This design comes from an exercise in tuning for small area on the open sky130 flow, not from production work. The RTL was checked by simulation tests, not by an equivalence proof against the original design. Power figures rest on the tool's default switching activity, not on a simulated workload.

==> flow/design.v (excerpt) <==
module tb_dp (
    clk,
    rst_n,
    in_fetch_pc,
    in_fetch_nop,
    in_exe_pc,
    in_exe_nop,
    in_exe_branch_taken,
    in_exe_branch_offset,
    out_pc_offset,
    out_fetch_branch_taken
);
Settings: LEC_CHECK=0, CAP_MARGIN=20, CORE_MARGIN=2, CORE_UTILIZATION=70, PLACE_DENSITY=0.9, SETUP_SLACK_MARGIN=0.1, SLEW_MARGIN=20, SYNTH_HIERARCHICAL=1; clock period 10.0 ns.
standard.sh (not shown) runs the stock make flow with config.mk's settings and CLKGATE_MAP_FILE= SYNTH_SCRIPT=/design/flow/synth_recipe.tcl, a recipe that flattens the netlist after the stock synthesis.
==> flow/flow/run.sh <==
#!/bin/bash
# Own layout flow: the standard flow (standard.sh) from synthesis to the
# final layout, with two changes passed to ORFS through its environment:
#  - port buffers use the smallest buffer cell (every port still gets one);
#  - clock tree synthesis uses clkbuf_8 only, at most 17 sinks per leaf buffer and no
#    dummy loads, which makes the clock tree much smaller.
# Each make/openroad run writes its own logs under orfs/logs; the full make
# output also goes to flow_make.log in the work folder.
set -euo pipefail
export BUFFER_PORTS_ARGS="-buffer_cell sky130_fd_sc_hd__buf_1"
export CTS_ARGS="-sink_clustering_enable -repair_clock_nets -dont_use_dummy_load -buf_list sky130_fd_sc_hd__clkbuf_8 -sink_clustering_size 17 -sink_clustering_max_diameter 60"
bash standard.sh > flow_make.log 2>&1
The starting point completed without violations.
Change:
Settings changed: CORE_UTILIZATION 70 to 60, PLACE_DENSITY 0.9 to unset.
Effect: Clock skew goes up by 0.012 ns; total power barely changes; count of clock-buffer cells in the layout goes up by 10; non-clock buffer count goes up by 14; hold slack loses 0.0053 ns; utilization goes down by 11 points; setup slack gains 0.96 ns; die area goes up by about 16%; wire length goes down by 0.75%; final cell count goes up by 4.8%.
Change:
==> flow/run.sh (new file) <==
#!/bin/bash
# synth_recipe.tcl (not shown) runs the flow's synth.tcl, then flattens the netlist and writes it again
# the make line also repeats each setting of config.mk as NAME=value (left out here)
make -C /OpenROAD-flow-scripts/flow DESIGN_CONFIG=/design/flow/config.mk WORK_HOME=/design/flow/orfs CLKGATE_MAP_FILE= SYNTH_SCRIPT=/design/flow/synth_recipe.tcl finish
Settings changed: CTS_BUF_LIST set to sky130_fd_sc_hd__clkbuf_4 sky130_fd_sc_hd__clkbuf_8.
removed: flow/flow/run.sh
removed: flow/standard.sh
After rerunning:
- global-route usage stays flat
- die area is unchanged
- setup slack gets worse by 0.92 ns
- power rises by about 22%

========
== run A ==
Starting RTL as in the previous note.
Settings: LEC_CHECK=0, CAP_MARGIN=20, CORE_MARGIN=2, CORE_UTILIZATION=60, SETUP_SLACK_MARGIN=0.1, SLEW_MARGIN=20, SYNTH_HIERARCHICAL=1; clock period 10.0 ns.
==> flow/flow/run.sh <==
#!/bin/bash
# Own layout flow: the standard flow (standard.sh) from synthesis to the
# final layout, with two changes passed to ORFS through its environment:
#  - port buffers use the smallest buffer cell (every port still gets one);
#  - clock tree synthesis uses clkbuf_16 only, larger sink clusters and no
#    dummy loads, which makes the clock tree much smaller.
# Each make/openroad run writes its own logs under orfs/logs; the full make
# output also goes to flow_make.log in the work folder.
set -euo pipefail
export BUFFER_PORTS_ARGS="-buffer_cell sky130_fd_sc_hd__buf_1"
export CTS_ARGS="-sink_clustering_enable -repair_clock_nets -dont_use_dummy_load -buf_list sky130_fd_sc_hd__clkbuf_16 -sink_clustering_size 30 -sink_clustering_max_diameter 60"
bash standard.sh > flow_make.log 2>&1
Per the final summary, run A finished and its layout is clean on timing, DRC and antenna.
Changes in run B relative to run A:
==> flow/flow/run.sh <==
#!/bin/bash
# Own layout flow: the standard flow (standard.sh) from synthesis to the
# final layout, with two changes passed to ORFS through its environment:
#  - port buffers use the smallest buffer cell (every port still gets one);
#  - clock tree synthesis uses clkbuf_8 only, at most 14 sinks per leaf buffer and no
#    dummy loads, which makes the clock tree much smaller.
# Each make/openroad run writes its own logs under orfs/logs; the full make
# output also goes to flow_make.log in the work folder.
set -euo pipefail
export BUFFER_PORTS_ARGS="-buffer_cell sky130_fd_sc_hd__buf_1"
export CTS_ARGS="-sink_clustering_enable -repair_clock_nets -dont_use_dummy_load -buf_list sky130_fd_sc_hd__clkbuf_8 -sink_clustering_size 14 -sink_clustering_max_diameter 60"
bash standard.sh > flow_make.log 2>&1
## What came out
- Run B: via count of the first global-routing pass is 239 higher than what run A reported.
- Run B vs. run A: worst-case hold slack went up 0.0086 ns; clock buffer count in the final layout went up 31; number of non-clock buffers in the layout went up 2.
- Final cell area: run B below run A
- Compared with run A, CTS buffer count in run B increased by more than 10%.
- Run B against run A: aggregate routed wire length comparable; first-pass GRT wire length closely matched the old numbers; initial antenna violation count now larger.
- On total power, run B does better than run A.
- Global-route usage across run A and run B: no real change.

-- static timing again, ports no longer ideal --
How much do the figures lean on ideal ports? The routed layouts below were timed once more, with nothing changed but the port constraints. Step 1 (the two cells are an assumption about what drives the block):
set clk [get_ports {clk}]
set_driving_cell -lib_cell sky130_fd_sc_hd__clkbuf_16 $clk
set_driving_cell -lib_cell sky130_fd_sc_hd__buf_2 [delete_from_list [all_inputs] $clk]
Step 2 also shifts input and output timing later by t, the mid clock arrival at the registers, as if the neighbouring blocks saw the same clock. Three values: no drivers, after step 1, after step 2; two values: the first two.
run | t, ns | slack for setup (ns) | worst setup path after step 2 | pins driven straight from the clock port
the first run of note 1 | 0.933 | 0.620 / 0.597 / 0.597 | input to output | 1
the second run of note 1 | 0.971 | 1.580 / 1.443 / 1.443 | input to output | 1
the third run of note 1 | 1.061 | 0.661 / 0.502 / 0.502 | input to output | 1
run A | 0.848 | 1.688 / 1.555 / 1.555 | input to output | 1
run B | 0.962 | 1.510 / 1.386 / 1.386 | input to output | 1
After both steps setup and hold are still met in every run listed. The setup slack of the third run of note 1, which loses most, moves by -0.159 ns with the drivers and by -0.159 ns with both steps.
